Context: an optimization exercise on an open-source flow, tuned for small area, a short achievable clock period and few clock cycles. The choices shown serve that exercise and are no tape-out recipe. Function was checked by simulation only, so behaviour that the tests miss may differ from the original. No activity file was given, so power comes from the tool's default toggle rates.

$ cat flow/run.sh
#!/bin/bash
# synth_recipe.tcl (not shown) runs the flow's synth.tcl, then flattens the netlist and writes it again
# the make line also repeats each setting of config.mk as NAME=value (left out here)
make -C /OpenROAD-flow-scripts/flow DESIGN_CONFIG=/design/flow/config.mk WORK_HOME=/design/flow/orfs CLKGATE_MAP_FILE= SYNTH_SCRIPT=/design/flow/synth_recipe.tcl finish
$ cat flow/config.mk
export PLATFORM = sky130hd
export DESIGN_NAME = CONV
export DESIGN_NICKNAME = CONV
export VERILOG_FILES = /design/flow/design.v
export SDC_FILE = /design/flow/constraint.sdc
export NUM_CORES = 4
export LEC_CHECK = 0
export CAP_MARGIN = 20
export CORE_MARGIN = 2
export CORE_UTILIZATION = 40
export SETUP_SLACK_MARGIN = 5.0
export SLEW_MARGIN = 20
$ cat flow/constraint.sdc
create_clock -name core_clock -period 9.0 [get_ports {clk}]
set_input_delay 1.8000 -clock core_clock [delete_from_list [all_inputs] [get_ports {clk}]]
set_output_delay 1.8000 -clock core_clock [all_outputs]
set_load 0.01 [all_outputs]
$ cat flow/design.v
`timescale 1ns/10ps
module CONV(
  input             clk,
  input             reset,
  output reg        busy,
  input             ready,
  output reg [11:0] iaddr,
  input      [19:0] idata,
  output reg        cwr,
  output reg [11:0] caddr_wr,
  output reg [19:0] cdata_wr,
  output            crd,
  output reg [11:0] caddr_rd,
  input      [19:0] cdata_rd,
  output reg [2:0]  csel
);
  assign crd = 1'b1;
  localparam S_IDLE = 2'd0, S_OPS = 2'd1, S_FLUSH = 2'd2, S_DONE = 2'd3;
  reg [1:0] st;
  reg [6:0] R;             
  reg [5:0] c;
  reg [1:0] ph;
  reg [6:0] n;             
  reg       op1, fl1;
  reg [6:0] R1; reg [5:0] c1; reg [1:0] ph1;
  reg       opm, flm;
  reg [6:0] Rm; reg [5:0] cm; reg [1:0] phm;
  reg       op2, fl2;
  reg [6:0] n2;            
  reg v1;   
  wire signed [19:0] Xin = v1 ? idata : 20'sd0;
  reg [19:0] m0, m1;       
  reg [19:0] b0, b1;       
  reg pcap0, pcap1, pev0, pev1, ccap0, ccap1, last;
  reg first2, col0, WRok;
  reg [1:0] slot2;
  reg [6:0] WR;            
  reg [5:0] WC;
  wire [6:0] WRm = (cm >= 6'd2) ? Rm : Rm - 7'd1;
  always @(posedge clk) begin
    first2 <= (phm == ((Rm == 7'd0) ? 2'd1 : 2'd0));
    col0   <= (cm == 6'd0);
    slot2  <= phm - ((Rm == 7'd0) ? 2'd1 : 2'd0);
    WR     <= WRm;
    WC     <= cm - 6'd2;   
    WRok   <= ~WRm[6] && (WRm <= 7'd63);
  end
  reg op3, fl3, WRok3;
  reg [1:0] slot3;
  reg [6:0] WR3, n3;
  reg [5:0] WC3;
  always @(posedge clk) begin
    slot3 <= slot2; WR3 <= WR; WC3 <= WC; WRok3 <= WRok; n3 <= n2;
  end
  wire WRodd = WR3[0];
  wire [6:0] rr1 = R1 + {5'd0, ph1} - 7'd1;
  wire [6:0] rr0 = R + {5'd0, ph} - 7'd1;
  reg signed [19:0] Xr;
  reg signed [19:0] F1r;
  wire signed [37:0] F1 = F1r;
  wire signed [21:0] G3x = Xr;
  wire [21:0] G3 = (G3x <<< 0) + (G3x <<< 1);  
  reg signed [21:0] F3r;
  wire signed [37:0] F3 = F3r;
  wire signed [22:0] G5x = Xr;
  wire [22:0] G5 = (G5x <<< 0) + (G5x <<< 2);  
  reg signed [22:0] F5r;
  wire signed [37:0] F5 = F5r;
  wire signed [23:0] G13x = Xr;
  wire [23:0] cs1a = (G13x <<< 0);
  wire [23:0] cs1b = (G13x <<< 2);
  wire [23:0] cs1c = (G13x <<< 3);
  wire [23:0] cs1s = cs1a ^ cs1b ^ cs1c;
  wire [23:0] cs1m = (cs1a & cs1b) | (cs1c & (cs1a ^ cs1b));
  wire [23:0] cs1k = {cs1m[22:0], 1'b0};
  wire [23:0] G13 = cs1s + cs1k;  
  reg signed [23:0] F13r;
  wire signed [37:0] F13 = F13r;
  wire signed [27:0] G169x = Xr;
  wire [27:0] cs2a = (G169x <<< 0);
  wire [27:0] cs2b = (G169x <<< 3);
  wire [27:0] cs2c = (G169x <<< 5);
  wire [27:0] cs2s = cs2a ^ cs2b ^ cs2c;
  wire [27:0] cs2m = (cs2a & cs2b) | (cs2c & (cs2a ^ cs2b));
  wire [27:0] cs2k = {cs2m[26:0], 1'b0};
  wire [27:0] cs3a = (G169x <<< 7);
  wire [27:0] cs3b = cs2s;
  wire [27:0] cs3c = cs2k;
  wire [27:0] cs3s = cs3a ^ cs3b ^ cs3c;
  wire [27:0] cs3m = (cs3a & cs3b) | (cs3c & (cs3a ^ cs3b));
  wire [27:0] cs3k = {cs3m[26:0], 1'b0};
  wire [27:0] G169 = cs3s + cs3k;  
  reg signed [27:0] F169r;
  wire signed [37:0] F169 = F169r;
  wire signed [30:0] G1169x = Xr;
  wire [30:0] cs4a = (G1169x <<< 0);
  wire [30:0] cs4b = (G1169x <<< 4);
  wire [30:0] cs4c = (G1169x <<< 7);
  wire [30:0] cs4s = cs4a ^ cs4b ^ cs4c;
  wire [30:0] cs4m = (cs4a & cs4b) | (cs4c & (cs4a ^ cs4b));
  wire [30:0] cs4k = {cs4m[29:0], 1'b0};
  wire [30:0] cs5a = (G1169x <<< 10);
  wire [30:0] cs5b = cs4s;
  wire [30:0] cs5c = cs4k;
  wire [30:0] cs5s = cs5a ^ cs5b ^ cs5c;
  wire [30:0] cs5m = (cs5a & cs5b) | (cs5c & (cs5a ^ cs5b));
  wire [30:0] cs5k = {cs5m[29:0], 1'b0};
  wire [30:0] G1169 = cs5s + cs5k;  
  reg signed [30:0] F1169r;
  wire signed [37:0] F1169 = F1169r;
  always @(posedge clk) begin
    Xr <= Xin;
    F1r <= Xr;
    F3r <= G3;
    F5r <= G5;
    F13r <= G13;
    F169r <= G169;
    F1169r <= G1169;
  end
  reg [2:0] SEL0, SEL1, SEL2;
  always @(posedge clk) begin
    SEL0 <= {phm == 2'd2, phm == 2'd1, phm == 2'd0};
    SEL1 <= (cm == 6'd0 && phm == 2'd2) ? 3'b000 : {phm == 2'd2, phm == 2'd1, phm == 2'd0};
    SEL2 <= (cm == 6'd0) ? 3'b000 : {phm == 2'd2, phm == 2'd1, phm == 2'd0};
  end
  wire [37:0] T00_0 = ({38{SEL0[0]}} & (F169 <<< 8)) | ({38{SEL0[1]}} & (F1 <<< 12)) | ({38{SEL0[2]}} & ~(F169 <<< 7));
  wire N00_0 = SEL0[2];
  wire [37:0] T00_1 = ({38{SEL0[0]}} & ~(F1 <<< 1)) | ({38{SEL0[1]}} & (F1 <<< 2)) | ({38{SEL0[2]}} & ~(F1 <<< 10));
  wire N00_1 = SEL0[0] | SEL0[2];
  wire [37:0] T00_2 = ({38{SEL0[0]}} & ~(F3 <<< 5)) | ({38{SEL0[2]}} & ~(F169 <<< 0));
  wire N00_2 = SEL0[0] | SEL0[2];
  wire [37:0] T01_0 = ({38{SEL1[0]}} & (F169 <<< 0)) | ({38{SEL1[1]}} & ~(F3 <<< 13)) | ({38{SEL1[2]}} & ~(F3 <<< 13));
  wire N01_0 = SEL1[1] | SEL1[2];
  wire [37:0] T01_1 = ({38{SEL1[0]}} & (F3 <<< 2)) | ({38{SEL1[1]}} & ~(F169 <<< 5)) | ({38{SEL1[2]}} & (F5 <<< 11));
  wire N01_1 = SEL1[1];
  wire [37:0] T01_2 = ({38{SEL1[0]}} & (F1169 <<< 5)) | ({38{SEL1[1]}} & (F1169 <<< 0)) | ({38{SEL1[2]}} & (F13 <<< 2));
  wire N01_2 = 1'b0;
  wire [37:0] T02_0 = ({38{SEL2[0]}} & (F13 <<< 11)) | ({38{SEL2[1]}} & (F1 <<< 6)) | ({38{SEL2[2]}} & ~(F1 <<< 4));
  wire N02_0 = SEL2[2];
  wire [37:0] T02_1 = ({38{SEL2[0]}} & ~(F5 <<< 0)) | ({38{SEL2[1]}} & ~(F1169 <<< 5)) | ({38{SEL2[2]}} & ~(F169 <<< 7));
  wire N02_1 = SEL2[0] | SEL2[1] | SEL2[2];
  wire [37:0] T02_2 = ({38{SEL2[0]}} & (F169 <<< 3)) | ({38{SEL2[1]}} & (F13 <<< 2)) | ({38{SEL2[2]}} & (F169 <<< 0));
  wire N02_2 = 1'b0;
  wire [37:0] T10_0 = ({38{SEL0[0]}} & ~(F3 <<< 0)) | ({38{SEL0[1]}} & ~(F3 <<< 0)) | ({38{SEL0[2]}} & ~(F1169 <<< 0));
  wire N10_0 = SEL0[0] | SEL0[1] | SEL0[2];
  wire [37:0] T10_1 = ({38{SEL0[0]}} & ~(F1169 <<< 3)) | ({38{SEL0[1]}} & (F5 <<< 12)) | ({38{SEL0[2]}} & (F1 <<< 14));
  wire N10_1 = SEL0[0];
  wire [37:0] T10_2 = ({38{SEL0[0]}} & ~(F1 <<< 5)) | ({38{SEL0[1]}} & (F1 <<< 8)) | ({38{SEL0[2]}} & (F13 <<< 3));
  wire N10_2 = SEL0[0];
  wire [37:0] T11_0 = ({38{SEL1[0]}} & ~(F5 <<< 0)) | ({38{SEL1[2]}} & ~(F3 <<< 8));
  wire N11_0 = SEL1[0] | SEL1[2];
  wire [37:0] T11_1 = ({38{SEL1[0]}} & ~(F169 <<< 0)) | ({38{SEL1[1]}} & (F169 <<< 5)) | ({38{SEL1[2]}} & (F169 <<< 0));
  wire N11_1 = SEL1[0];
  wire [37:0] T11_2 = ({38{SEL1[0]}} & (F169 <<< 6)) | ({38{SEL1[1]}} & (F13 <<< 9)) | ({38{SEL1[2]}} & ~(F169 <<< 6));
  wire N11_2 = SEL1[2];
  wire [37:0] T12_0 = ({38{SEL2[0]}} & ~(F13 <<< 10)) | ({38{SEL2[1]}} & (F5 <<< 0)) | ({38{SEL2[2]}} & (F13 <<< 10));
  wire N12_0 = SEL2[0];
  wire [37:0] T12_1 = ({38{SEL2[0]}} & ~(F5 <<< 7)) | ({38{SEL2[1]}} & (F1 <<< 13)) | ({38{SEL2[2]}} & (F169 <<< 6));
  wire N12_1 = SEL2[0];
  wire [37:0] T12_2 = ({38{SEL2[0]}} & (F5 <<< 2)) | ({38{SEL2[1]}} & (F5 <<< 3)) | ({38{SEL2[2]}} & (F5 <<< 3));
  wire N12_2 = 1'b0;
  wire signed [37:0] BIAS0 = 38'sh00_1310_0000;
  wire signed [37:0] BIAS1 = {{2{1'b1}}, 36'hF_7295_0000};
  reg [37:0] AS0, AK0, BS0, BK0, CS0, CK0, AS1, AK1, BS1, BK1, CS1, CK1;
  wire [37:0] cs6a = (first2 ? BIAS0 : CS0);
  wire [37:0] cs6b = (first2 ? 38'd0 : CK0);
  wire [37:0] cs6c = T00_0;
  wire [37:0] cs6s = cs6a ^ cs6b ^ cs6c;
  wire [37:0] cs6m = (cs6a & cs6b) | (cs6c & (cs6a ^ cs6b));
  wire [37:0] cs6k = {cs6m[36:0], N00_0};
  wire [37:0] cs7a = T00_1;
  wire [37:0] cs7b = T00_2;
  wire [37:0] cs7c = cs6s;
  wire [37:0] cs7s = cs7a ^ cs7b ^ cs7c;
  wire [37:0] cs7m = (cs7a & cs7b) | (cs7c & (cs7a ^ cs7b));
  wire [37:0] cs7k = {cs7m[36:0], N00_1};
  wire [37:0] cs8a = cs6k;
  wire [37:0] cs8b = cs7s;
  wire [37:0] cs8c = cs7k;
  wire [37:0] cs8s = cs8a ^ cs8b ^ cs8c;
  wire [37:0] cs8m = (cs8a & cs8b) | (cs8c & (cs8a ^ cs8b));
  wire [37:0] cs8k = {cs8m[36:0], N00_2};
  wire [37:0] NS00 = cs8s;
  wire [37:0] NK00 = cs8k;
  wire [37:0] cs9a = (first2 ? (col0 ? BIAS0 : CS0) : BS0);
  wire [37:0] cs9b = (first2 ? (col0 ? 38'd0 : CK0) : BK0);
  wire [37:0] cs9c = T01_0;
  wire [37:0] cs9s = cs9a ^ cs9b ^ cs9c;
  wire [37:0] cs9m = (cs9a & cs9b) | (cs9c & (cs9a ^ cs9b));
  wire [37:0] cs9k = {cs9m[36:0], N01_0};
  wire [37:0] cs10a = T01_1;
  wire [37:0] cs10b = T01_2;
  wire [37:0] cs10c = cs9s;
  wire [37:0] cs10s = cs10a ^ cs10b ^ cs10c;
  wire [37:0] cs10m = (cs10a & cs10b) | (cs10c & (cs10a ^ cs10b));
  wire [37:0] cs10k = {cs10m[36:0], N01_1};
  wire [37:0] cs11a = cs9k;
  wire [37:0] cs11b = cs10s;
  wire [37:0] cs11c = cs10k;
  wire [37:0] cs11s = cs11a ^ cs11b ^ cs11c;
  wire [37:0] cs11m = (cs11a & cs11b) | (cs11c & (cs11a ^ cs11b));
  wire [37:0] cs11k = {cs11m[36:0], N01_2};
  wire [37:0] NS01 = cs11s;
  wire [37:0] NK01 = cs11k;
  wire [37:0] cs12a = (first2 ? BS0 : AS0);
  wire [37:0] cs12b = (first2 ? BK0 : AK0);
  wire [37:0] cs12c = T02_0;
  wire [37:0] cs12s = cs12a ^ cs12b ^ cs12c;
  wire [37:0] cs12m = (cs12a & cs12b) | (cs12c & (cs12a ^ cs12b));
  wire [37:0] cs12k = {cs12m[36:0], N02_0};
  wire [37:0] cs13a = T02_1;
  wire [37:0] cs13b = T02_2;
  wire [37:0] cs13c = cs12s;
  wire [37:0] cs13s = cs13a ^ cs13b ^ cs13c;
  wire [37:0] cs13m = (cs13a & cs13b) | (cs13c & (cs13a ^ cs13b));
  wire [37:0] cs13k = {cs13m[36:0], N02_1};
  wire [37:0] cs14a = cs12k;
  wire [37:0] cs14b = cs13s;
  wire [37:0] cs14c = cs13k;
  wire [37:0] cs14s = cs14a ^ cs14b ^ cs14c;
  wire [37:0] cs14m = (cs14a & cs14b) | (cs14c & (cs14a ^ cs14b));
  wire [37:0] cs14k = {cs14m[36:0], N02_2};
  wire [37:0] NS02 = cs14s;
  wire [37:0] NK02 = cs14k;
  wire [37:0] cs15a = (first2 ? BIAS1 : CS1);
  wire [37:0] cs15b = (first2 ? 38'd0 : CK1);
  wire [37:0] cs15c = T10_0;
  wire [37:0] cs15s = cs15a ^ cs15b ^ cs15c;
  wire [37:0] cs15m = (cs15a & cs15b) | (cs15c & (cs15a ^ cs15b));
  wire [37:0] cs15k = {cs15m[36:0], N10_0};
  wire [37:0] cs16a = T10_1;
  wire [37:0] cs16b = T10_2;
  wire [37:0] cs16c = cs15s;
  wire [37:0] cs16s = cs16a ^ cs16b ^ cs16c;
  wire [37:0] cs16m = (cs16a & cs16b) | (cs16c & (cs16a ^ cs16b));
  wire [37:0] cs16k = {cs16m[36:0], N10_1};
  wire [37:0] cs17a = cs15k;
  wire [37:0] cs17b = cs16s;
  wire [37:0] cs17c = cs16k;
  wire [37:0] cs17s = cs17a ^ cs17b ^ cs17c;
  wire [37:0] cs17m = (cs17a & cs17b) | (cs17c & (cs17a ^ cs17b));
  wire [37:0] cs17k = {cs17m[36:0], N10_2};
  wire [37:0] NS10 = cs17s;
  wire [37:0] NK10 = cs17k;
  wire [37:0] cs18a = (first2 ? (col0 ? BIAS1 : CS1) : BS1);
  wire [37:0] cs18b = (first2 ? (col0 ? 38'd0 : CK1) : BK1);
  wire [37:0] cs18c = T11_0;
  wire [37:0] cs18s = cs18a ^ cs18b ^ cs18c;
  wire [37:0] cs18m = (cs18a & cs18b) | (cs18c & (cs18a ^ cs18b));
  wire [37:0] cs18k = {cs18m[36:0], N11_0};
  wire [37:0] cs19a = T11_1;
  wire [37:0] cs19b = T11_2;
  wire [37:0] cs19c = cs18s;
  wire [37:0] cs19s = cs19a ^ cs19b ^ cs19c;
  wire [37:0] cs19m = (cs19a & cs19b) | (cs19c & (cs19a ^ cs19b));
  wire [37:0] cs19k = {cs19m[36:0], N11_1};
  wire [37:0] cs20a = cs18k;
  wire [37:0] cs20b = cs19s;
  wire [37:0] cs20c = cs19k;
  wire [37:0] cs20s = cs20a ^ cs20b ^ cs20c;
  wire [37:0] cs20m = (cs20a & cs20b) | (cs20c & (cs20a ^ cs20b));
  wire [37:0] cs20k = {cs20m[36:0], N11_2};
  wire [37:0] NS11 = cs20s;
  wire [37:0] NK11 = cs20k;
  wire [37:0] cs21a = (first2 ? BS1 : AS1);
  wire [37:0] cs21b = (first2 ? BK1 : AK1);
  wire [37:0] cs21c = T12_0;
  wire [37:0] cs21s = cs21a ^ cs21b ^ cs21c;
  wire [37:0] cs21m = (cs21a & cs21b) | (cs21c & (cs21a ^ cs21b));
  wire [37:0] cs21k = {cs21m[36:0], N12_0};
  wire [37:0] cs22a = T12_1;
  wire [37:0] cs22b = T12_2;
  wire [37:0] cs22c = cs21s;
  wire [37:0] cs22s = cs22a ^ cs22b ^ cs22c;
  wire [37:0] cs22m = (cs22a & cs22b) | (cs22c & (cs22a ^ cs22b));
  wire [37:0] cs22k = {cs22m[36:0], N12_1};
  wire [37:0] cs23a = cs21k;
  wire [37:0] cs23b = cs22s;
  wire [37:0] cs23c = cs22k;
  wire [37:0] cs23s = cs23a ^ cs23b ^ cs23c;
  wire [37:0] cs23m = (cs23a & cs23b) | (cs23c & (cs23a ^ cs23b));
  wire [37:0] cs23k = {cs23m[36:0], N12_2};
  wire [37:0] NS12 = cs23s;
  wire [37:0] NK12 = cs23k;
  always @(posedge clk) begin
    AS0 <= NS02;
    AK0 <= NK02;
    BS0 <= NS01;
    BK0 <= NK01;
    CS0 <= NS00;
    CK0 <= NK00;
    AS1 <= NS12;
    AK1 <= NK12;
    BS1 <= NS11;
    BK1 <= NK11;
    CS1 <= NS10;
    CK1 <= NK10;
  end
  reg [20:0] E0, E1;              
  wire [37:0] bk24a = AS0;
  wire [37:0] bk24b = AK0;
  wire [37:0] bk24p = bk24a ^ bk24b;
  wire [37:0] bk24g0 = bk24a & bk24b;
  wire bk24G0 = bk24g0[0] | (bk24p[0] & 1'b0);
  wire bk24G_1 = bk24g0[1] | (bk24p[1] & bk24G0);
  wire bk24P_1 = bk24p[1] & bk24p[0];
  wire bk24G_2 = bk24g0[3] | (bk24p[3] & bk24g0[2]);
  wire bk24P_2 = bk24p[3] & bk24p[2];
  wire bk24G_3 = bk24g0[5] | (bk24p[5] & bk24g0[4]);
  wire bk24P_3 = bk24p[5] & bk24p[4];
  wire bk24G_4 = bk24g0[7] | (bk24p[7] & bk24g0[6]);
  wire bk24P_4 = bk24p[7] & bk24p[6];
  wire bk24G_5 = bk24g0[9] | (bk24p[9] & bk24g0[8]);
  wire bk24P_5 = bk24p[9] & bk24p[8];
  wire bk24G_6 = bk24g0[11] | (bk24p[11] & bk24g0[10]);
  wire bk24P_6 = bk24p[11] & bk24p[10];
  wire bk24G_7 = bk24g0[13] | (bk24p[13] & bk24g0[12]);
  wire bk24P_7 = bk24p[13] & bk24p[12];
  wire bk24G_8 = bk24g0[15] | (bk24p[15] & bk24g0[14]);
  wire bk24P_8 = bk24p[15] & bk24p[14];
  wire bk24G_9 = bk24g0[17] | (bk24p[17] & bk24g0[16]);
  wire bk24P_9 = bk24p[17] & bk24p[16];
  wire bk24G_10 = bk24g0[19] | (bk24p[19] & bk24g0[18]);
  wire bk24P_10 = bk24p[19] & bk24p[18];
  wire bk24G_11 = bk24g0[21] | (bk24p[21] & bk24g0[20]);
  wire bk24P_11 = bk24p[21] & bk24p[20];
  wire bk24G_12 = bk24g0[23] | (bk24p[23] & bk24g0[22]);
  wire bk24P_12 = bk24p[23] & bk24p[22];
  wire bk24G_13 = bk24g0[25] | (bk24p[25] & bk24g0[24]);
  wire bk24P_13 = bk24p[25] & bk24p[24];
  wire bk24G_14 = bk24g0[27] | (bk24p[27] & bk24g0[26]);
  wire bk24P_14 = bk24p[27] & bk24p[26];
  wire bk24G_15 = bk24g0[29] | (bk24p[29] & bk24g0[28]);
  wire bk24P_15 = bk24p[29] & bk24p[28];
  wire bk24G_16 = bk24g0[31] | (bk24p[31] & bk24g0[30]);
  wire bk24P_16 = bk24p[31] & bk24p[30];
  wire bk24G_17 = bk24g0[33] | (bk24p[33] & bk24g0[32]);
  wire bk24P_17 = bk24p[33] & bk24p[32];
  wire bk24G_18 = bk24g0[35] | (bk24p[35] & bk24g0[34]);
  wire bk24P_18 = bk24p[35] & bk24p[34];
  wire bk24G_19 = bk24g0[37] | (bk24p[37] & bk24g0[36]);
  wire bk24P_19 = bk24p[37] & bk24p[36];
  wire bk24G_20 = bk24G_2 | (bk24P_2 & bk24G_1);
  wire bk24P_20 = bk24P_2 & bk24P_1;
  wire bk24G_21 = bk24G_4 | (bk24P_4 & bk24G_3);
  wire bk24P_21 = bk24P_4 & bk24P_3;
  wire bk24G_22 = bk24G_6 | (bk24P_6 & bk24G_5);
  wire bk24P_22 = bk24P_6 & bk24P_5;
  wire bk24G_23 = bk24G_8 | (bk24P_8 & bk24G_7);
  wire bk24P_23 = bk24P_8 & bk24P_7;
  wire bk24G_24 = bk24G_10 | (bk24P_10 & bk24G_9);
  wire bk24P_24 = bk24P_10 & bk24P_9;
  wire bk24G_25 = bk24G_12 | (bk24P_12 & bk24G_11);
  wire bk24P_25 = bk24P_12 & bk24P_11;
  wire bk24G_26 = bk24G_14 | (bk24P_14 & bk24G_13);
  wire bk24P_26 = bk24P_14 & bk24P_13;
  wire bk24G_27 = bk24G_16 | (bk24P_16 & bk24G_15);
  wire bk24P_27 = bk24P_16 & bk24P_15;
  wire bk24G_28 = bk24G_18 | (bk24P_18 & bk24G_17);
  wire bk24P_28 = bk24P_18 & bk24P_17;
  wire bk24G_29 = bk24G_21 | (bk24P_21 & bk24G_20);
  wire bk24P_29 = bk24P_21 & bk24P_20;
  wire bk24G_30 = bk24G_23 | (bk24P_23 & bk24G_22);
  wire bk24P_30 = bk24P_23 & bk24P_22;
  wire bk24G_31 = bk24G_25 | (bk24P_25 & bk24G_24);
  wire bk24P_31 = bk24P_25 & bk24P_24;
  wire bk24G_32 = bk24G_27 | (bk24P_27 & bk24G_26);
  wire bk24P_32 = bk24P_27 & bk24P_26;
  wire bk24G_33 = bk24G_30 | (bk24P_30 & bk24G_29);
  wire bk24P_33 = bk24P_30 & bk24P_29;
  wire bk24G_34 = bk24G_32 | (bk24P_32 & bk24G_31);
  wire bk24P_34 = bk24P_32 & bk24P_31;
  wire bk24G_35 = bk24G_34 | (bk24P_34 & bk24G_33);
  wire bk24P_35 = bk24P_34 & bk24P_33;
  wire bk24G_36 = bk24G_31 | (bk24P_31 & bk24G_33);
  wire bk24P_36 = bk24P_31 & bk24P_33;
  wire bk24G_37 = bk24G_22 | (bk24P_22 & bk24G_29);
  wire bk24P_37 = bk24P_22 & bk24P_29;
  wire bk24G_38 = bk24G_24 | (bk24P_24 & bk24G_33);
  wire bk24P_38 = bk24P_24 & bk24P_33;
  wire bk24G_39 = bk24G_26 | (bk24P_26 & bk24G_36);
  wire bk24P_39 = bk24P_26 & bk24P_36;
  wire bk24G_40 = bk24G_28 | (bk24P_28 & bk24G_35);
  wire bk24P_40 = bk24P_28 & bk24P_35;
  wire bk24G_41 = bk24G_3 | (bk24P_3 & bk24G_20);
  wire bk24P_41 = bk24P_3 & bk24P_20;
  wire bk24G_42 = bk24G_5 | (bk24P_5 & bk24G_29);
  wire bk24P_42 = bk24P_5 & bk24P_29;
  wire bk24G_43 = bk24G_7 | (bk24P_7 & bk24G_37);
  wire bk24P_43 = bk24P_7 & bk24P_37;
  wire bk24G_44 = bk24G_9 | (bk24P_9 & bk24G_33);
  wire bk24P_44 = bk24P_9 & bk24P_33;
  wire bk24G_45 = bk24G_11 | (bk24P_11 & bk24G_38);
  wire bk24P_45 = bk24P_11 & bk24P_38;
  wire bk24G_46 = bk24G_13 | (bk24P_13 & bk24G_36);
  wire bk24P_46 = bk24P_13 & bk24P_36;
  wire bk24G_47 = bk24G_15 | (bk24P_15 & bk24G_39);
  wire bk24P_47 = bk24P_15 & bk24P_39;
  wire bk24G_48 = bk24G_17 | (bk24P_17 & bk24G_35);
  wire bk24P_48 = bk24P_17 & bk24P_35;
  wire bk24G_49 = bk24G_19 | (bk24P_19 & bk24G_40);
  wire bk24P_49 = bk24P_19 & bk24P_40;
  wire bk24G_50 = bk24g0[2] | (bk24p[2] & bk24G_1);
  wire bk24P_50 = bk24p[2] & bk24P_1;
  wire bk24G_51 = bk24g0[4] | (bk24p[4] & bk24G_20);
  wire bk24P_51 = bk24p[4] & bk24P_20;
  wire bk24G_52 = bk24g0[6] | (bk24p[6] & bk24G_41);
  wire bk24P_52 = bk24p[6] & bk24P_41;
  wire bk24G_53 = bk24g0[8] | (bk24p[8] & bk24G_29);
  wire bk24P_53 = bk24p[8] & bk24P_29;
  wire bk24G_54 = bk24g0[10] | (bk24p[10] & bk24G_42);
  wire bk24P_54 = bk24p[10] & bk24P_42;
  wire bk24G_55 = bk24g0[12] | (bk24p[12] & bk24G_37);
  wire bk24P_55 = bk24p[12] & bk24P_37;
  wire bk24G_56 = bk24g0[14] | (bk24p[14] & bk24G_43);
  wire bk24P_56 = bk24p[14] & bk24P_43;
  wire bk24G_57 = bk24g0[16] | (bk24p[16] & bk24G_33);
  wire bk24P_57 = bk24p[16] & bk24P_33;
  wire bk24G_58 = bk24g0[18] | (bk24p[18] & bk24G_44);
  wire bk24P_58 = bk24p[18] & bk24P_44;
  wire bk24G_59 = bk24g0[20] | (bk24p[20] & bk24G_38);
  wire bk24P_59 = bk24p[20] & bk24P_38;
  wire bk24G_60 = bk24g0[22] | (bk24p[22] & bk24G_45);
  wire bk24P_60 = bk24p[22] & bk24P_45;
  wire bk24G_61 = bk24g0[24] | (bk24p[24] & bk24G_36);
  wire bk24P_61 = bk24p[24] & bk24P_36;
  wire bk24G_62 = bk24g0[26] | (bk24p[26] & bk24G_46);
  wire bk24P_62 = bk24p[26] & bk24P_46;
  wire bk24G_63 = bk24g0[28] | (bk24p[28] & bk24G_39);
  wire bk24P_63 = bk24p[28] & bk24P_39;
  wire bk24G_64 = bk24g0[30] | (bk24p[30] & bk24G_47);
  wire bk24P_64 = bk24p[30] & bk24P_47;
  wire bk24G_65 = bk24g0[32] | (bk24p[32] & bk24G_35);
  wire bk24P_65 = bk24p[32] & bk24P_35;
  wire bk24G_66 = bk24g0[34] | (bk24p[34] & bk24G_48);
  wire bk24P_66 = bk24p[34] & bk24P_48;
  wire bk24G_67 = bk24g0[36] | (bk24p[36] & bk24G_40);
  wire bk24P_67 = bk24p[36] & bk24P_40;
  wire [37:0] bk24c = {bk24G_67, bk24G_40, bk24G_66, bk24G_48, bk24G_65, bk24G_35, bk24G_64, bk24G_47, bk24G_63, bk24G_39, bk24G_62, bk24G_46, bk24G_61, bk24G_36, bk24G_60, bk24G_45, bk24G_59, bk24G_38, bk24G_58, bk24G_44, bk24G_57, bk24G_33, bk24G_56, bk24G_43, bk24G_55, bk24G_37, bk24G_54, bk24G_42, bk24G_53, bk24G_29, bk24G_52, bk24G_41, bk24G_51, bk24G_20, bk24G_50, bk24G_1, bk24G0, 1'b0};
  wire [37:0] bk24s = bk24p ^ bk24c;
  wire [37:0] bk25a = AS1;
  wire [37:0] bk25b = AK1;
  wire [37:0] bk25p = bk25a ^ bk25b;
  wire [37:0] bk25g0 = bk25a & bk25b;
  wire bk25G0 = bk25g0[0] | (bk25p[0] & 1'b0);
  wire bk25G_1 = bk25g0[1] | (bk25p[1] & bk25G0);
  wire bk25P_1 = bk25p[1] & bk25p[0];
  wire bk25G_2 = bk25g0[3] | (bk25p[3] & bk25g0[2]);
  wire bk25P_2 = bk25p[3] & bk25p[2];
  wire bk25G_3 = bk25g0[5] | (bk25p[5] & bk25g0[4]);
  wire bk25P_3 = bk25p[5] & bk25p[4];
  wire bk25G_4 = bk25g0[7] | (bk25p[7] & bk25g0[6]);
  wire bk25P_4 = bk25p[7] & bk25p[6];
  wire bk25G_5 = bk25g0[9] | (bk25p[9] & bk25g0[8]);
  wire bk25P_5 = bk25p[9] & bk25p[8];
  wire bk25G_6 = bk25g0[11] | (bk25p[11] & bk25g0[10]);
  wire bk25P_6 = bk25p[11] & bk25p[10];
  wire bk25G_7 = bk25g0[13] | (bk25p[13] & bk25g0[12]);
  wire bk25P_7 = bk25p[13] & bk25p[12];
  wire bk25G_8 = bk25g0[15] | (bk25p[15] & bk25g0[14]);
  wire bk25P_8 = bk25p[15] & bk25p[14];
  wire bk25G_9 = bk25g0[17] | (bk25p[17] & bk25g0[16]);
  wire bk25P_9 = bk25p[17] & bk25p[16];
  wire bk25G_10 = bk25g0[19] | (bk25p[19] & bk25g0[18]);
  wire bk25P_10 = bk25p[19] & bk25p[18];
  wire bk25G_11 = bk25g0[21] | (bk25p[21] & bk25g0[20]);
  wire bk25P_11 = bk25p[21] & bk25p[20];
  wire bk25G_12 = bk25g0[23] | (bk25p[23] & bk25g0[22]);
  wire bk25P_12 = bk25p[23] & bk25p[22];
  wire bk25G_13 = bk25g0[25] | (bk25p[25] & bk25g0[24]);
  wire bk25P_13 = bk25p[25] & bk25p[24];
  wire bk25G_14 = bk25g0[27] | (bk25p[27] & bk25g0[26]);
  wire bk25P_14 = bk25p[27] & bk25p[26];
  wire bk25G_15 = bk25g0[29] | (bk25p[29] & bk25g0[28]);
  wire bk25P_15 = bk25p[29] & bk25p[28];
  wire bk25G_16 = bk25g0[31] | (bk25p[31] & bk25g0[30]);
  wire bk25P_16 = bk25p[31] & bk25p[30];
  wire bk25G_17 = bk25g0[33] | (bk25p[33] & bk25g0[32]);
  wire bk25P_17 = bk25p[33] & bk25p[32];
  wire bk25G_18 = bk25g0[35] | (bk25p[35] & bk25g0[34]);
  wire bk25P_18 = bk25p[35] & bk25p[34];
  wire bk25G_19 = bk25g0[37] | (bk25p[37] & bk25g0[36]);
  wire bk25P_19 = bk25p[37] & bk25p[36];
  wire bk25G_20 = bk25G_2 | (bk25P_2 & bk25G_1);
  wire bk25P_20 = bk25P_2 & bk25P_1;
  wire bk25G_21 = bk25G_4 | (bk25P_4 & bk25G_3);
  wire bk25P_21 = bk25P_4 & bk25P_3;
  wire bk25G_22 = bk25G_6 | (bk25P_6 & bk25G_5);
  wire bk25P_22 = bk25P_6 & bk25P_5;
  wire bk25G_23 = bk25G_8 | (bk25P_8 & bk25G_7);
  wire bk25P_23 = bk25P_8 & bk25P_7;
  wire bk25G_24 = bk25G_10 | (bk25P_10 & bk25G_9);
  wire bk25P_24 = bk25P_10 & bk25P_9;
  wire bk25G_25 = bk25G_12 | (bk25P_12 & bk25G_11);
  wire bk25P_25 = bk25P_12 & bk25P_11;
  wire bk25G_26 = bk25G_14 | (bk25P_14 & bk25G_13);
  wire bk25P_26 = bk25P_14 & bk25P_13;
  wire bk25G_27 = bk25G_16 | (bk25P_16 & bk25G_15);
  wire bk25P_27 = bk25P_16 & bk25P_15;
  wire bk25G_28 = bk25G_18 | (bk25P_18 & bk25G_17);
  wire bk25P_28 = bk25P_18 & bk25P_17;
  wire bk25G_29 = bk25G_21 | (bk25P_21 & bk25G_20);
  wire bk25P_29 = bk25P_21 & bk25P_20;
  wire bk25G_30 = bk25G_23 | (bk25P_23 & bk25G_22);
  wire bk25P_30 = bk25P_23 & bk25P_22;
  wire bk25G_31 = bk25G_25 | (bk25P_25 & bk25G_24);
  wire bk25P_31 = bk25P_25 & bk25P_24;
  wire bk25G_32 = bk25G_27 | (bk25P_27 & bk25G_26);
  wire bk25P_32 = bk25P_27 & bk25P_26;
  wire bk25G_33 = bk25G_30 | (bk25P_30 & bk25G_29);
  wire bk25P_33 = bk25P_30 & bk25P_29;
  wire bk25G_34 = bk25G_32 | (bk25P_32 & bk25G_31);
  wire bk25P_34 = bk25P_32 & bk25P_31;
  wire bk25G_35 = bk25G_34 | (bk25P_34 & bk25G_33);
  wire bk25P_35 = bk25P_34 & bk25P_33;
  wire bk25G_36 = bk25G_31 | (bk25P_31 & bk25G_33);
  wire bk25P_36 = bk25P_31 & bk25P_33;
  wire bk25G_37 = bk25G_22 | (bk25P_22 & bk25G_29);
  wire bk25P_37 = bk25P_22 & bk25P_29;
  wire bk25G_38 = bk25G_24 | (bk25P_24 & bk25G_33);
  wire bk25P_38 = bk25P_24 & bk25P_33;
  wire bk25G_39 = bk25G_26 | (bk25P_26 & bk25G_36);
  wire bk25P_39 = bk25P_26 & bk25P_36;
  wire bk25G_40 = bk25G_28 | (bk25P_28 & bk25G_35);
  wire bk25P_40 = bk25P_28 & bk25P_35;
  wire bk25G_41 = bk25G_3 | (bk25P_3 & bk25G_20);
  wire bk25P_41 = bk25P_3 & bk25P_20;
  wire bk25G_42 = bk25G_5 | (bk25P_5 & bk25G_29);
  wire bk25P_42 = bk25P_5 & bk25P_29;
  wire bk25G_43 = bk25G_7 | (bk25P_7 & bk25G_37);
  wire bk25P_43 = bk25P_7 & bk25P_37;
  wire bk25G_44 = bk25G_9 | (bk25P_9 & bk25G_33);
  wire bk25P_44 = bk25P_9 & bk25P_33;
  wire bk25G_45 = bk25G_11 | (bk25P_11 & bk25G_38);
  wire bk25P_45 = bk25P_11 & bk25P_38;
  wire bk25G_46 = bk25G_13 | (bk25P_13 & bk25G_36);
  wire bk25P_46 = bk25P_13 & bk25P_36;
  wire bk25G_47 = bk25G_15 | (bk25P_15 & bk25G_39);
  wire bk25P_47 = bk25P_15 & bk25P_39;
  wire bk25G_48 = bk25G_17 | (bk25P_17 & bk25G_35);
  wire bk25P_48 = bk25P_17 & bk25P_35;
  wire bk25G_49 = bk25G_19 | (bk25P_19 & bk25G_40);
  wire bk25P_49 = bk25P_19 & bk25P_40;
  wire bk25G_50 = bk25g0[2] | (bk25p[2] & bk25G_1);
  wire bk25P_50 = bk25p[2] & bk25P_1;
  wire bk25G_51 = bk25g0[4] | (bk25p[4] & bk25G_20);
  wire bk25P_51 = bk25p[4] & bk25P_20;
  wire bk25G_52 = bk25g0[6] | (bk25p[6] & bk25G_41);
  wire bk25P_52 = bk25p[6] & bk25P_41;
  wire bk25G_53 = bk25g0[8] | (bk25p[8] & bk25G_29);
  wire bk25P_53 = bk25p[8] & bk25P_29;
  wire bk25G_54 = bk25g0[10] | (bk25p[10] & bk25G_42);
  wire bk25P_54 = bk25p[10] & bk25P_42;
  wire bk25G_55 = bk25g0[12] | (bk25p[12] & bk25G_37);
  wire bk25P_55 = bk25p[12] & bk25P_37;
  wire bk25G_56 = bk25g0[14] | (bk25p[14] & bk25G_43);
  wire bk25P_56 = bk25p[14] & bk25P_43;
  wire bk25G_57 = bk25g0[16] | (bk25p[16] & bk25G_33);
  wire bk25P_57 = bk25p[16] & bk25P_33;
  wire bk25G_58 = bk25g0[18] | (bk25p[18] & bk25G_44);
  wire bk25P_58 = bk25p[18] & bk25P_44;
  wire bk25G_59 = bk25g0[20] | (bk25p[20] & bk25G_38);
  wire bk25P_59 = bk25p[20] & bk25P_38;
  wire bk25G_60 = bk25g0[22] | (bk25p[22] & bk25G_45);
  wire bk25P_60 = bk25p[22] & bk25P_45;
  wire bk25G_61 = bk25g0[24] | (bk25p[24] & bk25G_36);
  wire bk25P_61 = bk25p[24] & bk25P_36;
  wire bk25G_62 = bk25g0[26] | (bk25p[26] & bk25G_46);
  wire bk25P_62 = bk25p[26] & bk25P_46;
  wire bk25G_63 = bk25g0[28] | (bk25p[28] & bk25G_39);
  wire bk25P_63 = bk25p[28] & bk25P_39;
  wire bk25G_64 = bk25g0[30] | (bk25p[30] & bk25G_47);
  wire bk25P_64 = bk25p[30] & bk25P_47;
  wire bk25G_65 = bk25g0[32] | (bk25p[32] & bk25G_35);
  wire bk25P_65 = bk25p[32] & bk25P_35;
  wire bk25G_66 = bk25g0[34] | (bk25p[34] & bk25G_48);
  wire bk25P_66 = bk25p[34] & bk25P_48;
  wire bk25G_67 = bk25g0[36] | (bk25p[36] & bk25G_40);
  wire bk25P_67 = bk25p[36] & bk25P_40;
  wire [37:0] bk25c = {bk25G_67, bk25G_40, bk25G_66, bk25G_48, bk25G_65, bk25G_35, bk25G_64, bk25G_47, bk25G_63, bk25G_39, bk25G_62, bk25G_46, bk25G_61, bk25G_36, bk25G_60, bk25G_45, bk25G_59, bk25G_38, bk25G_58, bk25G_44, bk25G_57, bk25G_33, bk25G_56, bk25G_43, bk25G_55, bk25G_37, bk25G_54, bk25G_42, bk25G_53, bk25G_29, bk25G_52, bk25G_41, bk25G_51, bk25G_20, bk25G_50, bk25G_1, bk25G0, 1'b0};
  wire [37:0] bk25s = bk25p ^ bk25c;
  always @(posedge clk) begin
    E0 <= {bk24s[37], bk24s[34:15]};
    if (op2 && slot2 == 2'd0) E1 <= {bk25s[37], bk25s[34:15]};
  end
  wire [20:0] EE = (slot3 == 2'd1) ? E1 : E0;
  wire [37:0] EA = {EE[20], 2'b00, EE[19:0], 15'd0};
  function [19:0] rnd;
    input [37:0] a;
    reg [19:0] t;
    begin
      t = {a[37], a[34:16]};
      if (a[15]) t = a[37] ? t - 20'd1 : t + 20'd1;
      rnd = t[19] ? 20'd0 : t;
    end
  endfunction
  wire [19:0] RV = rnd(EA);
  reg        fc_c, ch_c, chr_c, fk_c;
  reg [4:0]  fj_c, fp_c;
  wire WRodd2 = WR[0];
  always @* begin
    fc_c = 1'b0; ch_c = 1'b0; chr_c = 1'b0; fk_c = 1'b0; fj_c = 5'd0;
    fp_c = (WRodd2 && WC != 6'd0) ? WR[5:1] : WR[5:1] - 5'd1;
    if (fl2) fp_c = 5'd31;
    if (op2 && slot2 == 2'd2) begin
      if (WRok && WRodd2 && WC != 6'd0) begin
        fc_c = 1'b1; fk_c = ~WC[0]; fj_c = WC[0] ? WC[5:1] : WC[5:1] - 5'd1;
      end else if (WRok && !WRodd2 && WR >= 7'd2 && WC == 6'd0) begin
        fc_c = 1'b1; fk_c = 1'b1; fj_c = 5'd31;
      end else if (WRok && !WRodd2 && WR >= 7'd2) begin
        ch_c = 1'b1; fk_c = ~WC[0]; fj_c = WC[0] ? WC[5:1] : WC[5:1] - 5'd1;
        chr_c = (fj_c != 5'd31);
      end else if (WRok && WRodd2 && WR >= 7'd3 && WC == 6'd0) begin
        ch_c = 1'b1; fk_c = 1'b1; fj_c = 5'd31;
      end
    end else if (fl2) begin
      if (n2 == 7'd0) begin
        fc_c = 1'b1; fk_c = 1'b1; fj_c = 5'd31;
      end else begin
        ch_c = 1'b1; fk_c = ~n2[0]; fj_c = n2[0] ? n2[5:1] : n2[5:1] - 5'd1;
        chr_c = (fj_c != 5'd31);
      end
    end
  end
  reg        fc_do, ch_do, ch_rd, fk, w0, w1, s0, s1;
  reg [4:0]  fj, fp, fj1;
  always @(posedge clk) begin
    fc_do <= fc_c; ch_do <= ch_c; ch_rd <= chr_c; fk <= fk_c;
    fj <= fj_c; fp <= fp_c; fj1 <= fj_c + 5'd1;
    s0 <= op2 && slot2 == 2'd0; s1 <= op2 && slot2 == 2'd1;
    w0 <= op2 && WRok && slot2 == 2'd0; w1 <= op2 && WRok && slot2 == 2'd1;
  end
  wire [19:0] mx = max3(pcap0 ? pev0 : pev1, pcap0 ? m0 : m1, cdata_rd, cdata_wr);
  always @(posedge clk or posedge reset) begin
    if (reset) begin
      st <= S_IDLE; busy <= 1'b0; cwr <= 1'b0;
      R <= 7'd0; c <= 6'd0; ph <= 2'd0; n <= 7'd0;
      op1 <= 1'b0; fl1 <= 1'b0; opm <= 1'b0; flm <= 1'b0; op2 <= 1'b0; fl2 <= 1'b0; op3 <= 1'b0; fl3 <= 1'b0;
      pcap0 <= 1'b0; pcap1 <= 1'b0; ccap0 <= 1'b0; ccap1 <= 1'b0; last <= 1'b0;
    end else begin
      case (st)
        S_IDLE: if (ready) begin
          st <= S_OPS; busy <= 1'b1; R <= 7'd0; c <= 6'd0; ph <= 2'd1;
        end
        S_OPS: begin
          if (ph == 2'd2) begin
            ph <= (R == 7'd0 && c != 6'd63) ? 2'd1 : 2'd0;   
            if ((R == 7'd64) ? (c == 6'd1) : (c == 6'd63)) begin
              c <= 6'd0; R <= R + 7'd1;
              if (R == 7'd64) begin st <= S_FLUSH; n <= 7'd0; end
            end else c <= c + 6'd1;
          end else ph <= ph + 2'd1;
        end
        S_FLUSH: begin
          if (n == 7'd64) st <= S_DONE;
          n <= n + 7'd1;
        end
        default: ;
      endcase
      op1 <= (st == S_OPS); fl1 <= (st == S_FLUSH);
      opm <= op1; flm <= fl1; op2 <= opm; fl2 <= flm; op3 <= op2; fl3 <= fl2;
      cwr <= 1'b0;
      pcap0 <= 1'b0; pcap1 <= 1'b0; ccap0 <= 1'b0; ccap1 <= 1'b0;
      if (w0) begin
        cwr <= 1'b1; pcap0 <= WRodd;
      end
      if (w1) begin
        cwr <= 1'b1; pcap1 <= WRodd;
      end
      if (fc_do || ch_do) cwr <= 1'b1;
      if (ch_do && ch_rd) begin ccap0 <= ~fk; ccap1 <= fk; end
      last <= fl3 && (n3 == 7'd64);
      if (last) busy <= 1'b0;
    end
  end
  always @(posedge clk) begin
    {R1, c1, ph1} <= {R, c, ph};
    {Rm, cm, phm} <= {R1, c1, ph1};
    n2 <= fl2 ? n2 + 7'd1 : 7'd0;
    iaddr <= {rr0[5:0], c};
    v1 <= (st == S_OPS) && !rr0[6] && rr0 <= 7'd63;
    caddr_rd <= (s0 | s1) ? {WR3[5:0] - 6'd1, WC3} : (fj1[0] ? {fp, fj1, fk} : {2'd0, fp, fj1});
    if (s0 | s1) begin
      cdata_wr <= RV; csel <= s0 ? 3'd1 : 3'd2; caddr_wr <= {WR3[5:0], WC3};
    end else if (fc_do) begin
      cdata_wr <= fk ? m1 : m0;
      csel <= fj[0] ? 3'd5 : (fk ? 3'd4 : 3'd3);
      caddr_wr <= fj[0] ? {fp, fj, fk} : {2'd0, fp, fj};
    end else begin
      cdata_wr <= fk ? b1 : b0;
      csel <= fj[0] ? (fk ? 3'd4 : 3'd3) : 3'd5;
      caddr_wr <= fj[0] ? {2'd0, fp, fj} : {fp, fj, fk};
    end
    if (s0) pev0 <= ~WC3[0];
    if (s1) pev1 <= ~WC3[0];
    if (fc_do && fj == 5'd0) begin
      if (fk) b1 <= m1; else b0 <= m0;
    end
    if (ccap0) b0 <= cdata_rd;
    if (ccap1) b1 <= cdata_rd;
    if (pcap0) m0 <= mx;
    if (pcap1) m1 <= mx;
  end
  function [19:0] max3;
    input fresh;
    input [19:0] m, r, v;
    reg rv, rm, vm;
    begin
      rv = r > v; rm = fresh || r > m; vm = fresh || v > m;
      max3 = (rv && rm) ? r : (!rv && vm) ? v : m;
    end
  endfunction
  function [19:0] max2;
    input [19:0] a, b;
    max2 = (a > b) ? a : b;
  endfunction
endmodule
==> flow_metrics.env, run 1 <==
export IMPL_p_sw_share_pct=22.61
export IMPL_power_mw=8.938
export IMPL_die_area_um2=158000
export IMPL_grt_ovfl_total=0
export IMPL_cts_buffer_depth=3
export IMPL_cts_made_buffers=105
export IMPL_slew_headroom_pct=28.21
export IMPL_grt_max_degree=132
export IMPL_syn_nets=7138
export IMPL_final_cell_area_um2=69670
export IMPL_antenna_left=0
export IMPL_cp_arrival_ns=4.57
export IMPL_cts_root_buffer="clkbuf_16"
export IMPL_post_route_min_period_ns=3.925
export IMPL_layout_drive_gt1_share_pct=9.361
export IMPL_numPortBuffers=103
export IMPL_drc=0
export IMPL_maxCapViolations=0
export IMPL_cp_required_ns=9.65
export IMPL_reg2reg_slack_ns=5.07
export IMPL_hold_class="reg2reg"
export IMPL_fin_nets=7212
export IMPL_synth_seq_cells=929
export IMPL_r2r_end="AS1[21]"
export IMPL_drv_slew=0
export IMPL_p_sw_mw=2.021
export IMPL_max_stage_delay_ns=0.56
export IMPL_die_x_um=397.4
export IMPL_outcome="complete, no violations"
export IMPL_core_um2=153900
export IMPL_cts_htree_levels=3
export IMPL_synth_avg_cell_area_um2=10.28
export IMPL_fin_crit_sh_pct=43.61
export IMPL_path_cells="inv_2 -> buf_4 -> buf_4 -> nor2_1 -> a221oi_1 -> fa_1 -> inv_1 -> fa_1 -> fa_1"
export IMPL_wl_per_cell_um=23.76
export IMPL_power_frac_seq_pct=47.0
export IMPL_fmax_mhz=254.8
export IMPL_cp_num_cells=9
export IMPL_startpoint_type="flop"
export IMPL_ys_warn_count=1
export IMPL_antenna_found_initial=5
export IMPL_dp_hpwl_um=142000
export IMPL_critical_path_slowest_cell="dfxtp_4"
export IMPL_worstSetupEndpointType="flop"
export IMPL_final_cell_mix="inv_1 (854), dfxtp_1 (758), fa_1 (757), nand2_1 (403), o21ai_0 (324)"
export IMPL_clkPwrFrac_pct=51.4
export IMPL_start_util_pct=40.24
export IMPL_vdd_drop_max_mv=0.1766
export IMPL_syn2layout_area_growth_pct=12.52
export IMPL_finalSetupTns_ns=0
export IMPL_first_pass_iters=12
export IMPL_ios=105
export IMPL_critPathKind="reg2reg"
export IMPL_worst_pin_slew_ns=1.069
export IMPL_cp_endpoint="AS1[21]"
export IMPL_hold_viol_final=0
export IMPL_leakage_nw=30.66
export IMPL_synthFlopType="dfxtp_1"
export IMPL_crit_top_cell="fa_1"
export IMPL_drt_iter0_drc=4726
export IMPL_syn_cell_area_um2=61920
export IMPL_vias_per_cell=5.551
export IMPL_path_clk_slew_ns=0.06
export IMPL_fillers=14590
export IMPL_crit_family="adder cells"
export IMPL_ys_types=94
export IMPL_r2r_start="SEL2[0]"
export IMPL_reg2regPathDepth=9
export IMPL_grt_first_pass_wirelength_um=296100
export IMPL_intPower_mw=6.917
export IMPL_path_buf_inv=4
export IMPL_layout_commonest_cell="inv_1"
export IMPL_hold_buffers=0
export IMPL_rsz0062_at_grt="yes"
export IMPL_clkSinkCount=929
export IMPL_clock_skew_final_ns=0.07285
export IMPL_p_per_area_nw_per_um2=128.3
export IMPL_ys_seq_area_share_pct=32.01
export IMPL_vias=45700
export IMPL_grt_usage_pct=24.76
export IMPL_p_comb_share_pct=1.6
export IMPL_crit_fanout=55
export IMPL_drt_total_wl_um=195600
export IMPL_cts_tree="yes"
export IMPL_synth_edff_count=103
export IMPL_num_rows=144
export IMPL_syn_inst=6021
export IMPL_min_path_cells=0
export IMPL_grt_pass1_vias=47880
export IMPL_setup_viol=0
export IMPL_gp_congestion=0.9648
export IMPL_cp_startpoint="SEL2[0]"
export IMPL_clkLatencyLatePin_ns=0.79
export IMPL_placed_cell_area_um2=65010
export IMPL_die_h_um=397.4
export IMPL_ys_async_sr_fraction_pct=4.090
==> cell usage after synthesis (19+ instances only) <==
library cell | n | area share, %
and2_1 | 48 | 0.48
a21oi_1 | 257 | 2.1
nand2b_1 | 130 | 1.3
and3_1 | 19 | 0.19
dfrtp_1 | 38 | 1.5
dfxtp_1 | 788 | 25
o221ai_1 | 35 | 0.50
clkbuf_1 | 217 | 1.3
a22oi_1 | 50 | 0.61
nor3_1 | 23 | 0.19
inv_1 | 877 | 5.3
a221oi_1 | 66 | 0.93
o21bai_1 | 27 | 0.33
buf_1 | 56 | 0.34
nand3_1 | 51 | 0.41
mux2i_1 | 193 | 3.1
o21ai_0 | 327 | 2.6
o21ai_1 | 39 | 0.32
nand2_1 | 404 | 2.4
mux2_2 | 96 | 1.7
o22ai_1 | 51 | 0.52
ha_1 | 316 | 6.4
o21a_1 | 34 | 0.41
a211oi_1 | 34 | 0.41
nand4_1 | 37 | 0.37
a21o_1 | 86 | 1.0
o211ai_1 | 40 | 0.48
fa_1 | 758 | 25
or2_2 | 30 | 0.30
xor2_1 | 56 | 0.79
nor2_1 | 262 | 1.6
xnor2_1 | 139 | 2.0
mux4_2 | 20 | 0.73
nor2b_1 | 76 | 0.77
edfxtp_1 | 103 | 5.0
a222oi_1 | 51 | 0.82
==> power groups by stage <==
stage	combinational [mW]	sequential, mW	clock, mW
after global placement	0.137	4.29	0
after detailed placement	0.140	4.29	0
after CTS	0.147	4.20	4.67
final	0.146	4.20	4.59
after floorplan	0.0828	4.29	0
after global routing	0.161	4.20	4.85
==> logic make-up after synthesis <==
| logic type | count (synthesis) | share of synthesized area [%] |
|---|---|---|
| buffers and inverters | 1163 | 7.143 |
| multiplexers | 311 | 5.648 |
| AO/OA/AOI/OAI | 1219 | 12.89 |
| AND/OR/NAND/NOR | 1129 | 8.657 |
| adder cells (fa/ha/maj) | 1074 | 30.89 |
| flip-flops | 929 | 32.01 |
| other | 1 | 0.006056 |
| XOR/XNOR | 195 | 2.758 |
==> sequential cells by signal, indices dropped and copies added (netlist names), 38 cells and up <==
register,count
CK0,38
CS1,38
BK1,38
BS1,38
AS1,38
BS0,38
CK1,38
CS0,38
AS0,38
==> how the worst min path moves through the flow <==
| stage | slack (ns) | from | end |
|---|---|---|---|
| final | 0.33 | R1[6] | Rm[6] |
| after global routing | 0.33 | ph1[1] | phm[1] |
| after CTS | 0.32 | R1[5] | Rm[5] |
| after detailed placement | 0.31 | ph1[1] | phm[1] |
| after global placement | 0.31 | R1[3] | Rm[3] |
| after floorplan | 0.31 | R1[0] | Rm[0] |
==> through the flow <==
| step | hold WS, ns | cells | setup WS (ns) | utilization [%] |
|---|---|---|---|---|
| floorplan | 0.3096 | 6021 | 4.968 | - |
| global placement | 0.3138 | 7955 | 3.547 | 42.25 |
| detailed placement | 0.3121 | 7955 | 3.566 | 42.25 |
| CTS | 0.3238 | 8197 | 4.936 | 45.00 |
| global route | 0.3303 | 8229 | 4.905 | 45.27 |
| finish | 0.3262 | 8233 | 5.075 | 45.28 |
==> routing by layer <==
| layer | vias to the layer above | global-route usage (%) | part of all wire [%] |
|---|---|---|---|
| met1 | 22590 | 33.76 | 42 |
| met5 | - | 0.3935 | 0.072 |
| met2 | 2314 | 36.99 | 43 |
| li1 | 20230 | - | - |
| met3 | 562 | 6.856 | 11 |
| met4 | 10 | 10.15 | 4.5 |
==> what timing repair did <==
| action | CTS | global route |
|---|---|---|
| gates cloned | 3 | 0 |
| resized for setup | 67 | 39 |
| setup endpoints to repair | 258 | 63 |
| pin swaps | 2 | 6 |
| buffers inserted | 42 | 30 |
==> final cells by class <==
cell class / count / area, µm² / share of cell area [%]
Clock buffer: 134 / 2908 / 4.173
Tap cell: 2044 / 2557 / 3.671
Antenna cell: 4 / 10.01 / 0.01437
Sequential cell: 929 / 19920 / 28.59
Inverter: 879 / 3364 / 4.829
Multi-Input combinational cell: 3930 / 37860 / 54.34
Clock inverter: 63 / 802.0 / 1.151
Timing Repair Buffer: 250 / 2252 / 3.232
Testbench counts, summed over its fixed seeds: cycles 73,806.
==> inputs of run 2 (changes only) <==
--- a/flow/config.mk
+++ b/flow/config.mk
@@ -8,5 +8,8 @@
 export CAP_MARGIN = 20
 export CORE_MARGIN = 2
 export CORE_UTILIZATION = 40
+export CTS_BUF_LIST = sky130_fd_sc_hd__clkbuf_16
+export CTS_CLUSTER_DIAMETER = 100
+export CTS_CLUSTER_SIZE = 25
 export SETUP_SLACK_MARGIN = 5.0
 export SLEW_MARGIN = 20
==> flow_metrics.env, run 2 <==
export IMPL_first_pass_iters=9
export IMPL_hold_buffers=0
export IMPL_final_cell_mix="inv_1 (868), dfxtp_1 (758), fa_1 (757), nand2_1 (403), o21ai_0 (324)"
export IMPL_power_frac_seq_pct=59.7
export IMPL_syn_inst=6021
export IMPL_syn2layout_area_growth_pct=9.057
export IMPL_placed_cell_area_um2=65010
export IMPL_numPortBuffers=103
export IMPL_cts_made_buffers=48
export IMPL_drv_slew=0
export IMPL_syn_cell_area_um2=61920
export IMPL_p_sw_mw=1.657
export IMPL_crit_family="adder cells"
export IMPL_slew_headroom_pct=25.15
export IMPL_synth_avg_cell_area_um2=10.28
export IMPL_hold_viol_final=0
export IMPL_fin_cells=8116
export IMPL_critPathKind="reg2reg"
export IMPL_gp_congestion=0.9648
export IMPL_clkPwrFrac_pct=38.2
export IMPL_startpoint_type="flop"
export IMPL_multi_input_area_um2=37870
export IMPL_finalSetupTns_ns=0
export IMPL_synth_top_cell_area_share_pct=25.48
export IMPL_cts_htree_levels=2
export IMPL_worst_pin_slew_ns=1.114
export IMPL_worstSetupEndpointType="flop"
export IMPL_cts_root_buffer="clkbuf_16"
export IMPL_fin_nets=7155
export IMPL_ys_seq_area_share_pct=32.01
export IMPL_synth_top_area_cell="dfxtp_1"
export IMPL_cp_arrival_ns=4.55
export IMPL_antenna_found_initial=3
export IMPL_layout_drive_gt1_share_pct=7.775
export IMPL_intPower_mw=5.365
export IMPL_drc=0
export IMPL_rsz0062_at_grt="yes"
export IMPL_vias_per_cell=5.586
export IMPL_utilization_pct=43.89
export IMPL_preCtsSetupSlack_ns=3.566
export IMPL_wl_per_cell_um=23.87
export IMPL_drt_iter0_drc=4695
export IMPL_drt_total_wl_um=193700
export IMPL_ys_types=94
export IMPL_layout_commonest_cell="inv_1"
export IMPL_crit_top_cell="fa_1"
export IMPL_fillers=14780
export IMPL_ys_async_sr_fraction_pct=4.090
export IMPL_cts_tree="yes"
export IMPL_leakage_nw=29.64
export IMPL_yosysMostFrequentCell="inv_1"
export IMPL_grt_pass1_vias=47320
export IMPL_crit_fanout=35
export IMPL_outcome="complete, no violations"
export IMPL_path_buf_inv=4
export IMPL_ys_top_cells_by_area="dfxtp_1 (25%), fa_1 (25%), ha_1 (6.4%)"
export IMPL_ios=105
export IMPL_ys_warn_count=1
export IMPL_max_stage_delay_ns=0.59
export IMPL_synth_top_cells_by_count="inv_1 (877), dfxtp_1 (788), fa_1 (758)"
export IMPL_p_sw_share_pct=23.60
export IMPL_core_um2=153900
export IMPL_critical_path_slowest_cell="a221oi_1"
export IMPL_final_cell_area_um2=67530
export IMPL_setup_viol=0
export IMPL_antenna_left=0
export IMPL_grt_first_pass_wirelength_um=293500
export IMPL_hold_class="reg2reg"
export IMPL_synth_seq_cells=929
export IMPL_vdd_drop_max_mv=0.1380
export IMPL_synthFlopType="dfxtp_1"
export IMPL_clock_skew_final_ns=0.04704
export IMPL_clkSinkCount=929
export IMPL_fin_crit_sh_pct=43.92
export IMPL_grt_max_degree=132
export IMPL_cts_buffer_depth=3
export IMPL_maxCapViolations=0
export IMPL_die_x_um=397.4
export IMPL_p_per_area_nw_per_um2=104.0
export IMPL_p_comb_share_pct=2.1
export IMPL_synth_edff_count=103
export IMPL_die_h_um=397.4
export IMPL_path_cells="inv_2 -> buf_4 -> buf_4 -> nor2_1 -> a221oi_1 -> fa_1 -> fa_1 -> inv_1 -> fa_1"
export IMPL_start_util_pct=40.24
export IMPL_num_rows=144
export IMPL_cp_required_ns=9.60
export IMPL_path_clk_slew_ns=0.10
export IMPL_fmax_mhz=253.0
export IMPL_post_route_min_period_ns=3.953
export IMPL_vias=45330
export IMPL_grt_ovfl_total=0
export IMPL_die_area_um2=158000
export IMPL_regArea_um2=19920
export IMPL_worst_slack_ns=5.047
export IMPL_clkLatencyLatePin_ns=0.72
export IMPL_grt_usage_pct=24.46
export IMPL_dp_hpwl_um=142000
export IMPL_syn_nets=7138
export IMPL_dp_cells=7955
-- run 2: cell counts after synthesis --
Identical to the previous run, type by type.
-- run 2: power groups by stage --
stage / sequential, mW / combinational, mW / clock (mW)
2_1_floorplan: 4.29 / 0.0828 / 0
3_3_place_gp: 4.29 / 0.137 / 0
3_5_place_dp: 4.29 / 0.140 / 0
4_1_cts: 4.20 / 0.147 / 2.74
5_1_grt: 4.20 / 0.163 / 2.88
6_report: 4.19 / 0.148 / 2.68
-- run 2: layer usage --
metal / track usage (%) / vias up / routed length [µm] / share of wire [%]
met5: 0 / - / 0 / 0
met4: 8.976 / 0 / 8370 / 4.3
met3: 6.557 / 501 / 21400 / 11
met2: 36.80 / 2300 / 82930 / 43
met1: 33.70 / 22480 / 81000 / 42
li1: - / 20050 / - / -
-- run 2: area by class of cell --
class / instances / area share (%)
Multi-Input combinational cell: 3930 / 56.08
Clock inverter: 32 / 0.4299
Inverter: 879 / 4.982
Sequential cell: 929 / 29.50
Antenna cell: 1 / 0.003706
Tap cell: 2044 / 3.787
Clock buffer: 51 / 1.890
Timing Repair Buffer: 250 / 3.324
-- run 2: logic make-up after synthesis --
logic type      count (synthesis)  share of synthesized area, %
mux                           311                         5.648
fa+ha+maj                    1074                         30.89
other cells                     1                      0.006056
buf+inv                      1163                         7.143
flops                         929                         32.01
compound gates               1219                         12.89
simple gates                 1129                         8.657
xor+xnor                      195                         2.758
-- run 2: metrics by stage --
stage	hold WS [ns]	power (mW)
6_report	0.3277	7.023
5_1_grt	0.3446	7.235
4_1_cts	0.3367	7.078
3_5_place_dp	0.3121	4.434
3_3_place_gp	0.3138	4.431
2_1_floorplan	0.3096	4.377
-- run 2: final timing paths --
| check | start | end | slack [ns] | cells past startpoint |
|---|---|---|---|---|
| max | SEL0[2] | CS0[13] | 5.05 | 9 |
| min | ph1[1] | phm[1] | 0.33 | 0 |
| max reg2reg | SEL0[2] | CS0[13] | 5.05 | 9 |
| min reg2reg | ph1[1] | phm[1] | 0.33 | 0 |
| max in group asynchronous | reset | pcap0 | 7.09 | 3 |
| min in group asynchronous | reset | last | 1.50 | 3 |
-- run 2: timing repair --
action / CTS / global route
endpoints found under the setup margin: 242 / 69
gates cloned: 3 / 0
gates resized for setup: 70 / 41
setup buffers: 40 / 32
pin swaps: 3 / 5
-- run 2: worst reg2reg max path, stage by stage (launching register included) --
cell	delay (ns)
dfxtp_4	0.47
inv_2	0.09
buf_4	0.39
buf_4	0.54
nor2_1	0.14
a221oi_1	0.59
fa_1	0.55
fa_1	0.57
inv_1	0.06
fa_1	0.44

port drivers added, routing unchanged:
The flow's constraints put no driver on any port. The routed layouts listed below were extracted and timed again, unchanged, in two steps.
Step 1 (the two cells are an assumption about what drives the block):
set clk [get_ports {clk}]
set_driving_cell -lib_cell sky130_fd_sc_hd__clkbuf_16 $clk
set_driving_cell -lib_cell sky130_fd_sc_hd__buf_2 [delete_from_list [all_inputs] $clk]
Step 2 adds t to the input delays and takes it off the output delays; t is the mean of the earliest and latest rising clock arrival at the registers after step 1. Input paths then give back, and output paths get back, about the clock's delay inside the block.
Slacks: ideal ports / drivers / drivers and shift; pairs: ideal ports / drivers.
run | t, ns | setup WS [ns] | hold WS [ns] | worst setup path after step 2
run 1 | 0.840 | 5.075 / 5.075 / 4.312 | 0.326 / 0.326 / 0.326 | input to register
run 2 | 0.776 | 5.047 / 5.047 / 4.355 | 0.328 / 0.328 / 0.328 | input to register
After both steps every run listed still meets setup and hold. The setup slack of run 1, which loses most, moves by 0.000 ns with the drivers and by -0.763 ns with both steps.
